This is an optimization exercise on Yosys and OpenROAD, whose aim is small area, a short achievable clock period and few clock cycles, not a production implementation. The RTL was checked by simulation tests, not by an equivalence proof against the original design. Power and IR drop assume default switching activity.

==> build 69 <==
## multi_cpu_core
module multi_cpu_core(
	clk,         
	rst,         
	mem_addr,    
	mem_we,      
	mem_wdata,   
	mem_rdata,   
	dbg_addr,    
	dbg_data     
);
	input  wire clk;
	input  wire rst;
	output wire [9:0]  mem_addr;
	output wire        mem_we;
	output wire [31:0] mem_wdata;
	input  wire [31:0] mem_rdata;
	input  wire [4:0]  dbg_addr;
	output wire [31:0] dbg_data;
	reg  [11:2] pc;           
	reg         e_r, e_lw, e_sw, e_beq;
	reg         e_sub;        
	reg  [1:0]  e_op;         
	reg  [25:0] ir;
	reg  [4:0]  mrt;          
	reg         mc, m_we;
	reg  [9:0]  maddr;
	wire [31:0] ra, rb;
	wire        rf_we;
	wire [4:0]  rf_wa;
	wire [31:0] rf_wd;
	wire [31:0] ins = mem_rdata;    
	wire        eq;
	wire [11:0] ea;           
	multi_ALU ALU(
		.A(ra), .B(rb),
		.SUB(e_sub), .OP(e_op), .LD(mc), .D(mem_rdata),
		.res(rf_wd), .eq(eq)
	);
	assign ea = ra[11:0] + ir[11:0];
	wire [11:0] st_t  = {pc, 2'b00} - ir[11:0];
	wire [11:2] st_t1 = st_t[11:2] + 10'd1;
	wire st_hit;
	multi_st_hit sth(.ra(ra[11:0]), .t(st_t), .t1(st_t1), .hit(st_hit));
	wire e_go    = ~mc;                        
	wire br_take = e_beq & eq & e_go;
	wire smc     = e_sw & e_go & st_hit;
  ...
==> module multi_register_files, before the edit <==
module multi_register_files(
	clk, rst,
	NextA, NextB, AddrC,
	DataA, DataB, DataC,
	WriteAddr, WriteData, WriteEN
);
	input  wire clk, rst, WriteEN;
	input  wire [ 4:0] NextA, NextB, AddrC, WriteAddr;
	input  wire [31:0] WriteData;
	output wire [31:0] DataA, DataB, DataC;
	reg  [1023:0] mem;
	reg  [31:0] valid;
	reg  [31:0] selA, selB;
	wire [31:0] wsel  = WriteEN ? (32'd1 << WriteAddr) : 32'd0;
	wire [31:0] vnext = valid | wsel;
	genvar r, b;
	generate
		for (r = 0; r < 32; r = r + 1) begin : regs
			always @(posedge clk)
				if (wsel[r])
					mem[r*32 +: 32] <= WriteData;
			always @(posedge clk or posedge rst)
				if (rst)
					valid[r] <= 1'b0;
				else if (wsel[r])
					valid[r] <= 1'b1;
		end
	endgenerate
	always @(posedge clk) begin
		selA <= (32'd1 << NextA) & vnext;
		selB <= (32'd1 << NextB) & vnext;
	end
	wire [31:0] selC;
	wire [3:0]  cl;
	wire [7:0]  ch;
	multi_dec2 dcl(.a(AddrC[1:0]), .y(cl));
	multi_dec3 dch(.a(AddrC[4:2]), .y(ch));
	generate
		for (r = 0; r < 32; r = r + 1) begin : dec
			multi_and3 sc(.a(cl[r % 4]), .b(ch[r / 4]), .c(valid[r]), .y(selC[r]));
		end
		for (b = 0; b < 32; b = b + 1) begin : rd
			wire [31:0] col;
			for (r = 0; r < 32; r = r + 1) begin : c
				assign col[r] = mem[r*32 + b];
			end
			multi_rf_read_s ra(.sel(selA), .d(col), .y(DataA[b]));
			multi_rf_read_s rb(.sel(selB), .d(col), .y(DataB[b]));
			multi_rf_read rc(.sel(selC), .d(col), .y(DataC[b]));
		end
	endgenerate
endmodule
Settings: LEC_CHECK=0, CAP_MARGIN=20, CORE_MARGIN=2, CORE_UTILIZATION=62, CTS_CLUSTER_DIAMETER=90, CTS_CLUSTER_SIZE=24, PLACE_DENSITY=0.72, SETUP_SLACK_MARGIN=3.0, SLEW_MARGIN=20, SYNTH_HIERARCHICAL=1, TNS_END_PERCENT=40; clock period 8.0 ns.
standard.sh (not shown) runs the stock make flow with config.mk's settings and CLKGATE_MAP_FILE= SYNTH_SCRIPT=/design/flow/synth_recipe.tcl, a recipe that flattens the netlist after the stock synthesis.
==> flow/flow/run.sh <==
#!/bin/bash
# The standard layout (standard.sh: ORFS synthesis through finish), with
# one change: the buffers buffer_ports puts on every input and output port
# are sky130_fd_sc_hd__buf_1 cells instead of the default pick (a clkdlybuf4s
# instead of the default pick, a slow clkdlybuf4s delay cell.
# All tool output goes to standard.log here; ORFS keeps its per-step logs
# under orfs/logs/.
set -euo pipefail
export BUFFER_PORTS_ARGS="-buffer_cell sky130_fd_sc_hd__buf_1"
bash standard.sh > standard.log 2>&1
==> inputs of build 71, as changes to build 69 <==
--- a/flow/design.v
+++ b/flow/design.v
@@ -447,6 +447,6 @@
 				assign col[r] = mem[r*32 + b];
 			end
-			multi_rf_read_s ra(.sel(selA), .d(col), .y(DataA[b]));
-			multi_rf_read_s rb(.sel(selB), .d(col), .y(DataB[b]));
+			multi_rf_read ra(.sel(selA), .d(col), .y(DataA[b]));
+			multi_rf_read rb(.sel(selB), .d(col), .y(DataB[b]));
 			multi_rf_read rc(.sel(selC), .d(col), .y(DataC[b]));
 		end
==> flow/flow/run.sh (replaced) <==
#!/bin/bash
# The standard layout (standard.sh: ORFS synthesis through finish), with
# one change: the buffers buffer_ports puts on every input and output port
# are sky130_fd_sc_hd__buf_4 cells instead of the default pick (a clkdlybuf4s
# delay cell, which repair cannot resize into a fast buffer).
# All tool output goes to standard.log here; ORFS keeps its per-step logs
# under orfs/logs/.
set -euo pipefail
export BUFFER_PORTS_ARGS="-buffer_cell sky130_fd_sc_hd__buf_4"
bash standard.sh > standard.log 2>&1
- CTS_CLUSTER_DIAMETER: 90 -> 80
- CTS_CLUSTER_SIZE: 24 -> 20
- TNS_END_PERCENT: 40 -> 10
==> qor summary <==
Maximum number of pins on one net before global-route repair: build 71 69; build 69 66
Final Net Count: build 71 5141; build 69 4865
Net load switching power: build 71 3310 uW; build 69 3220 uW
Initial Utilization: build 71 62.7%; build 69 62.7%
Run status: build 71 complete, no violations; build 69 complete, no violations
Synthesis-to-finish area growth: build 71 11.8%; build 69 12.9%
Largest fanout of any net on the critical path: build 71 16; build 69 32
Routed length per instance: build 71 39.1 um; build 69 41.6 um
Mean post-synth cell area: build 71 12.3 sq um; build 69 13.0 sq um
Final cell count without fillers: build 71 6358; build 69 6069
Clock group share of total power: build 71 30.5%; build 69 27.6%
Length of routed met2 wiring: build 71 101000 um; build 69 98700 um
Stage delay of the slowest cell on the critical path: build 71 0.37 ns; build 69 0.38 ns
Net count after synthesis: build 71 4837; build 69 4517
Commonest non-fill, non-tap cell in the layout: build 71 sky130_fd_sc_hd__a22oi_1; build 69 sky130_fd_sc_hd__edfxtp_1
Total power: build 71 12500 uW; build 69 12100 uW
Max-Slew Margin vs Limit: build 71 13.7%; build 69 15.2%
Clock latency on the worst-skew pair: build 71 0.70 ns; build 69 0.75 ns
N_taps: build 71 1254; build 69 1243
Reg power frac: build 71 54.7%; build 69 56.6%
CTS resizes: build 71 121; build 69 221
Worst-case register-to-register setup slack: build 71 2.96 ns; build 69 2.82 ns
Global Route met2 Usage: build 71 69.6%; build 69 70.3%
Start point of the critical path: build 71 dbg_addr[2]; build 69 dbg_addr[1]
Testbench counts of build 69, summed over its fixed seeds: cycles 36,474.
Testbench counts of build 71, summed over its fixed seeds: cycles 36,474.


==> inputs of job 5688 <==
Another version of the RTL of multi_cpu_core (not shown whole).
==> module multi_dec2, before the edit <==
module multi_dec2(a, y);
	input  wire [1:0] a;
	output wire [3:0] y;
	assign y = 4'd1 << a;
endmodule
==> module multi_dec3, before the edit <==
module multi_dec3(a, y);
	input  wire [2:0] a;
	output wire [7:0] y;
	assign y = 8'd1 << a;
endmodule
==> module multi_and3, before the edit <==
module multi_and3(a, b, c, y);
	input  wire a, b, c;
	output wire y;
	assign y = a & b & c;
endmodule
==> module multi_cpu_core, before the edit <==
module multi_cpu_core(
	clk,         
	rst,         
	mem_addr,    
	mem_we,      
	mem_wdata,   
	mem_rdata,   
	dbg_addr,    
	dbg_data     
);
	input  wire clk;
	input  wire rst;
	output wire [9:0]  mem_addr;
	output wire        mem_we;
	output wire [31:0] mem_wdata;
	input  wire [31:0] mem_rdata;
	input  wire [4:0]  dbg_addr;
	output wire [31:0] dbg_data;
	reg  [11:2] pc;           
	reg         e_r, e_lw, e_sw, e_beq;
	reg         e_sub;        
	reg  [1:0]  e_op;         
	reg  [25:0] ir;
	reg  [4:0]  mrt;          
	reg         mc, m_we;
	reg  [9:0]  maddr;
	wire [31:0] ra, rb;
	wire        rf_we;
	wire [4:0]  rf_wa;
	wire [31:0] rf_wd;
	wire [31:0] ins = mem_rdata;    
	wire        eq;
	wire [11:0] ea;           
	multi_ALU ALU(
		.A(ra), .B(rb),
		.SUB(e_sub), .OP(e_op), .LD(mc), .D(mem_rdata),
		.res(rf_wd), .eq(eq)
	);
	assign ea = ra[11:0] + ir[11:0];
	wire [11:0] st_t  = {pc, 2'b00} - ir[11:0];
	wire [11:2] st_t1 = st_t[11:2] + 10'd1;
	wire st_hit;
	multi_st_hit sth(.ra(ra[11:0]), .t(st_t), .t1(st_t1), .hit(st_hit));
	wire e_go    = ~mc;                        
	wire br_take = e_beq & eq & e_go;
	wire smc     = e_sw & e_go & st_hit;
	assign rf_we = (e_r & e_go) | (mc & ~m_we);
	assign rf_wa = mc ? mrt : ir[15:11];
	multi_register_files register_files(
		.clk(clk), .rst(rst), .WriteEN(rf_we),
		.WriteData(rf_wd), .WriteAddr(rf_wa),
		.NextA(mc ? ir[25:21] : ins[25:21]),
		.NextB((mc | e_sw) ? ir[20:16] : ins[20:16]),    
		.AddrC(dbg_addr),
		.DataA(ra), .DataB(rb), .DataC(dbg_data)
	);
	wire [5:0]  fop = ins[31:26];
	wire [5:0]  ffn = ins[5:0];
	wire f_r   = (fop == 6'd0);
	wire f_lw  = (fop == 6'd35);
	wire f_sw  = (fop == 6'd43);
	wire f_j   = (fop == 6'd2);
	wire f_beq = (fop == 6'd4);
	wire f_bsame = f_beq & (ins[25:21] == ins[20:16]);    
	wire [11:2] pc1    = pc + 10'd1;
	wire [11:2] e_btgt = pc  + ir[9:0];        
	wire [11:2] f_btgt = pc1 + ins[9:0];
	wire [11:2] f_jtgt = ins[9:0];
	wire f_kill  = br_take | smc;              
	wire f_redir = f_j | f_bsame;
	wire [11:2] pc_f = f_j ? f_jtgt : (f_bsame ? f_btgt : pc1);
	wire [11:2] pc_s, pc_n;
	multi_mux2 #(.N(10)) pc_smc(.A(pc_f), .B(pc), .Ctrl(mc | smc), .S(pc_s));
	multi_mux2 #(.N(10)) pc_br(.A(pc_s), .B(e_btgt), .Ctrl(br_take), .S(pc_n));
	always @(posedge clk or posedge rst)
		if (rst)
			pc <= 10'd0;
		else
			pc <= pc_n;
	always @(posedge clk or posedge rst)
		if (rst) begin
			e_r   <= 1'b0;
			e_lw  <= 1'b0;
			e_sw  <= 1'b0;
			e_beq <= 1'b0;
		end else begin
			e_r   <= ~f_kill & (e_go ? f_r : e_r);
			e_lw  <= ~f_kill & (e_go ? f_lw : e_lw);
			e_sw  <= ~f_kill & (e_go ? f_sw : e_sw);
			e_beq <= ~f_kill & (e_go ? f_beq & ~f_bsame : e_beq);
		end
	always @(posedge clk)
		if (e_go) begin
			ir    <= ins[25:0];
			e_sub <= (ffn == 6'h22);
			e_op  <= (ffn == 6'h20 || ffn == 6'h22) ? 2'd0 :
			         (ffn == 6'h25) ? 2'd1 :
			         (ffn == 6'h27) ? 2'd2 : 2'd3;
		end
	always @(posedge clk or posedge rst)
		if (rst) begin
			mc   <= 1'b0;
			m_we <= 1'b0;
		end else begin
			mc   <= e_go & (e_lw | e_sw);
			m_we <= e_go & e_sw;
		end
	always @(posedge clk) begin
		maddr <= ea[11:2];
		mrt   <= ir[20:16];
	end
	assign mem_addr  = mc ? maddr : pc[11:2];
	assign mem_we    = m_we;
	assign mem_wdata = rb;
endmodule
==> module multi_st_hit, before the edit <==
module multi_st_hit(ra, t, t1, hit);
	input  wire [11:0] ra, t;
	input  wire [11:2] t1;
	output wire hit;
	assign hit = (ra[1:0] >= t[1:0]) ? (ra[11:2] == t[11:2]) : (ra[11:2] == t1);
endmodule
==> flow/config.mk <==
export PLATFORM = sky130hd
export DESIGN_NAME = multi_cpu_core
export DESIGN_NICKNAME = multi_cpu_core
export VERILOG_FILES = /design/flow/design.v
export SDC_FILE = /design/flow/constraint.sdc
export NUM_CORES = 8
export LEC_CHECK = 0
export CAP_MARGIN = 20
export CORE_MARGIN = 2
export CORE_UTILIZATION = 62
export CTS_CLUSTER_DIAMETER = 90
export CTS_CLUSTER_SIZE = 24
export PLACE_DENSITY = 0.68
export SETUP_SLACK_MARGIN = 3.0
export SLEW_MARGIN = 20
export SYNTH_HIERARCHICAL = 1
export TNS_END_PERCENT = 10
==> flow/constraint.sdc <==
create_clock -name core_clock -period 8.0 [get_ports {clk}]
set_input_delay 1.6000 -clock core_clock [delete_from_list [all_inputs] [get_ports {clk}]]
set_output_delay 1.6000 -clock core_clock [all_outputs]
set_load 0.01 [all_outputs]
==> flow/flow/run.sh <==
#!/bin/bash
# The standard layout (standard.sh: ORFS synthesis through finish), with
# one change: the buffers buffer_ports puts on every input and output port
# are sky130_fd_sc_hd__buf_1 cells instead of the default pick (a clkdlybuf4s
# delay cell, which repair cannot resize into a fast buffer).
# All tool output goes to standard.log here; ORFS keeps its per-step logs
# under orfs/logs/.
set -euo pipefail
export BUFFER_PORTS_ARGS="-buffer_cell sky130_fd_sc_hd__buf_1"
bash standard.sh > standard.log 2>&1
==> inputs of job 760, as changes to job 5688 <==
--- a/flow/design.v
+++ b/flow/design.v
@@ -430,17 +430,13 @@
 	always @(posedge clk) begin
 		selA <= (32'd1 << NextA) & vnext;
 		selB <= (32'd1 << NextB) & vnext;
 	end
 	wire [31:0] selC;
-	wire [3:0]  cl;
-	wire [7:0]  ch;
-	multi_dec2 dcl(.a(AddrC[1:0]), .y(cl));
-	multi_dec3 dch(.a(AddrC[4:2]), .y(ch));
 	generate
 		for (r = 0; r < 32; r = r + 1) begin : dec
-			multi_and3 sc(.a(cl[r % 4]), .b(ch[r / 4]), .c(valid[r]), .y(selC[r]));
+			assign selC[r] = (AddrC == r) & valid[r];
 		end
 		for (b = 0; b < 32; b = b + 1) begin : rd
 			wire [31:0] col;
 			for (r = 0; r < 32; r = r + 1) begin : c
 				assign col[r] = mem[r*32 + b];
@@ -507,25 +503,10 @@
 module multi_aoi222(a0, b0, a1, b1, a2, b2, y);
 	input  wire a0, b0, a1, b1, a2, b2;
 	output wire y;
 	assign y = ~((a0 & b0) | (a1 & b1) | (a2 & b2));
 endmodule
-module multi_dec2(a, y);
-	input  wire [1:0] a;
-	output wire [3:0] y;
-	assign y = 4'd1 << a;
-endmodule
-module multi_dec3(a, y);
-	input  wire [2:0] a;
-	output wire [7:0] y;
-	assign y = 8'd1 << a;
-endmodule
-module multi_and3(a, b, c, y);
-	input  wire a, b, c;
-	output wire y;
-	assign y = a & b & c;
-endmodule
 `timescale 1ns / 1ps
 module multi_register_EN(
 	EN,		
 	clk,		
 	rst,		
@@ -625,12 +606,12 @@
 		.res(rf_wd), .eq(eq)
 	);
 	assign ea = ra[11:0] + ir[11:0];
 	wire [11:0] st_t  = {pc, 2'b00} - ir[11:0];
 	wire [11:2] st_t1 = st_t[11:2] + 10'd1;
-	wire st_hit;
-	multi_st_hit sth(.ra(ra[11:0]), .t(st_t), .t1(st_t1), .hit(st_hit));
+	wire st_hit = (ra[1:0] >= st_t[1:0]) ? (ra[11:2] == st_t[11:2])
+	                                     : (ra[11:2] == st_t1);
 	wire e_go    = ~mc;                        
 	wire br_take = e_beq & eq & e_go;
 	wire smc     = e_sw & e_go & st_hit;
 	assign rf_we = (e_r & e_go) | (mc & ~m_we);
 	assign rf_wa = mc ? mrt : ir[15:11];
@@ -691,19 +672,14 @@
 			m_we <= 1'b0;
 		end else begin
 			mc   <= e_go & (e_lw | e_sw);
 			m_we <= e_go & e_sw;
 		end
-	always @(posedge clk) begin
-		maddr <= ea[11:2];
-		mrt   <= ir[20:16];
-	end
+	always @(posedge clk)
+		if (e_go) begin
+			maddr <= ea[11:2];
+			mrt   <= ir[20:16];
+		end
 	assign mem_addr  = mc ? maddr : pc[11:2];
 	assign mem_we    = m_we;
 	assign mem_wdata = rb;
 endmodule
-module multi_st_hit(ra, t, t1, hit);
-	input  wire [11:0] ra, t;
-	input  wire [11:2] t1;
-	output wire hit;
-	assign hit = (ra[1:0] >= t[1:0]) ? (ra[11:2] == t[11:2]) : (ra[11:2] == t1);
-endmodule
==> flow/flow/run.sh (replaced) <==
#!/bin/bash
# The standard layout (standard.sh: ORFS synthesis through finish), with
# one change: the buffers buffer_ports puts on every input and output port
# are sky130_fd_sc_hd__buf_4 cells instead of the default pick (a clkdlybuf4s
# delay cell, which repair cannot resize into a fast buffer).
# All tool output goes to standard.log here; ORFS keeps its per-step logs
# under orfs/logs/.
set -euo pipefail
export BUFFER_PORTS_ARGS="-buffer_cell sky130_fd_sc_hd__buf_4"
bash standard.sh > standard.log 2>&1
CORE_UTILIZATION = 50   (was 62)
CTS_CLUSTER_DIAMETER = 80   (was 90)
CTS_CLUSTER_SIZE = 20   (was 24)
PLACE_DENSITY = 0.65   (was 0.68)
==> inputs of job 5467, as changes to job 5688 <==
--- a/flow/design.v
+++ b/flow/design.v
@@ -100,25 +100,26 @@
 	input  wire [1:0] OP;
 	output wire [31:0] res;
 	output wire eq;
 	wire [31:0] b = B ^ {32{SUB}};
 	wire [31:0] p = A ^ b;
-	wire [31:0] g = A & b;
+	wire [31:0] g;      
 	wire [31:0] gn;     
-	multi_ALU_carry carry(.G(g), .P(p), .CI(SUB), .GN(gn));
+	multi_ALU_carry carry(.A(A), .B(b), .P(p), .CI(SUB), .G(g), .GN(gn));
 	wire [31:0] sum = p ^ ~{gn[30:0], ~SUB};
 	wire [31:0] lor = p | g;
 	assign res = LD ? D :
 	             (OP == 2'd0) ? sum :
 	             (OP == 2'd1) ? lor :
 	             (OP == 2'd2) ? ~lor : g;
 	assign eq = (A == B);
 endmodule
-module multi_ALU_carry(G, P, CI, GN);
-	input  wire [31:0] G, P;
+module multi_ALU_carry(A, B, P, CI, G, GN);
+	input  wire [31:0] A, B, P;
 	input  wire CI;
-	output wire [31:0] GN;
+	output wire [31:0] G, GN;
+	assign G = A & B;
 	wire [31:0] g0, p0;
 	wire [31:0] g1, p1;
 	wire [31:0] g2, p2;
 	wire [31:0] g3, p3;
 	wire [31:0] g4, p4;
@@ -434,22 +435,24 @@
 	wire [31:0] selC;
 	wire [3:0]  cl;
 	wire [7:0]  ch;
 	multi_dec2 dcl(.a(AddrC[1:0]), .y(cl));
 	multi_dec3 dch(.a(AddrC[4:2]), .y(ch));
+	wire [31:0] selC2;
 	generate
 		for (r = 0; r < 32; r = r + 1) begin : dec
 			multi_and3 sc(.a(cl[r % 4]), .b(ch[r / 4]), .c(valid[r]), .y(selC[r]));
+			multi_and3 sd(.a(cl[r % 4]), .b(ch[r / 4]), .c(valid[r]), .y(selC2[r]));
 		end
 		for (b = 0; b < 32; b = b + 1) begin : rd
 			wire [31:0] col;
 			for (r = 0; r < 32; r = r + 1) begin : c
 				assign col[r] = mem[r*32 + b];
 			end
 			multi_rf_read_s ra(.sel(selA), .d(col), .y(DataA[b]));
 			multi_rf_read_s rb(.sel(selB), .d(col), .y(DataB[b]));
-			multi_rf_read rc(.sel(selC), .d(col), .y(DataC[b]));
+			multi_rf_read rc(.sel(b < 16 ? selC : selC2), .d(col), .y(DataC[b]));
 		end
 	endgenerate
 endmodule
 module multi_rf_read(sel, d, y);
 	input  wire [31:0] sel, d;
==> flow/flow/run.sh (replaced) <==
#!/bin/bash
# The standard layout (standard.sh: ORFS synthesis through finish), with
# one change: the buffers buffer_ports puts on every input and output port
# are sky130_fd_sc_hd__buf_1 cells instead of the default pick (a clkdlybuf4s
# instead of the default pick, a slow clkdlybuf4s delay cell.
# All tool output goes to standard.log here; ORFS keeps its per-step logs
# under orfs/logs/.
set -euo pipefail
export BUFFER_PORTS_ARGS="-buffer_cell sky130_fd_sc_hd__buf_1"
bash standard.sh > standard.log 2>&1
PLACE_DENSITY = 0.72   (was 0.68)
TNS_END_PERCENT = 40   (was 10)
==> comparison <==
Count of clock-buffer cells in the layout, highest first: job 5467, job 760, job 5688. Of job 5688 and job 760, job 760 has the higher sequential power (gap about 4%, measured against job 760). In job 5467 the hold slack is lower than in job 5688, by 0.0066 ns. Against job 760, the synthesized cell count of job 5688 is higher by about 0.3%. Final cell count: job 5688 is lower than job 760 (about 4%). Against job 760, the total power of job 5467 is smaller by about 14%.
==> figures <==
item                                                                       job 760                           job 5688                            job 5467
Status                                                    timing/DRC/antenna clean           timing/DRC/antenna clean            timing/DRC/antenna clean
Reg2Reg Capture Point                                              pc[5]$_DFF_PP0_  register_files.mem[841]$_DFFE_PP_  register_files.mem[1002]$_DFFE_PP_
Total length of routed met2 wires                                       103,900 um                          98,540 um                           97,720 um
Layout multi-input combinational cell count                                  2,966                              2,982                               3,038
Worst skew pair latency                                                    0.71 ns                            0.76 ns                             0.76 ns
Max-Slew Margin vs Limit                                                    0.2034                             0.3053                              0.1885
Combinational share of power                                                 0.232                              0.161                               0.152
Number of antenna violations at the first check in global routing                9                                 16                                   5
End-of-flow core utilization                                                0.5754                             0.7023                              0.7058
PnR worst setup slack                                                     2.725 ns                           2.777 ns                            2.805 ns
LEAKAGE                                                                   22.06 nW                           21.68 nW                            21.23 nW
Met2 Track Usage GR                                                         0.5916                             0.6966                              0.6933
Pin count of the biggest net entering global routing                            51                                 58                                  66
Testbench counts of job 5688, summed over its fixed seeds: cycles 36,474.
Testbench counts of job 760, summed over its fixed seeds: cycles 36,474.
Testbench counts of job 5467, summed over its fixed seeds: cycles 36,474.

-- separate check: timing with driven ports --
The flow's constraints put no driver on any port. The routed layouts listed below were extracted and timed again, unchanged, in two steps. Step 1: set_driving_cell puts a clkbuf_16 on clk and a buf_2 on each other input, an assumption about the parent block. Step 2 times the ports against the registers' clock, not the clock port: input delays grow and output delays shrink by t, the midpoint of the rising clock arrivals with the driver on. Three values: ideal ports, drivers, drivers and shift; two values: the first two.
run	shift t [ns]	slack for setup (ns)	hold slack, ns
build 69	0.802	2.748 / 2.723 / 2.723	0.376 / 0.376 / 0.376
build 71	0.760	2.704 / 2.643 / 2.643	0.382 / 0.382 / 0.382
job 5688	0.808	2.777 / 2.741 / 2.741	0.382 / 0.382 / 0.382
job 760	0.760	2.725 / 2.681 / 2.681	0.459 / 0.459 / 0.459
job 5467	0.810	2.805 / 2.722 / 2.722	0.376 / 0.376 / 0.376
After both steps setup and hold are still met in every run listed. The setup slack of job 5467, which loses most, moves by -0.083 ns with the drivers and by -0.083 ns with both steps.
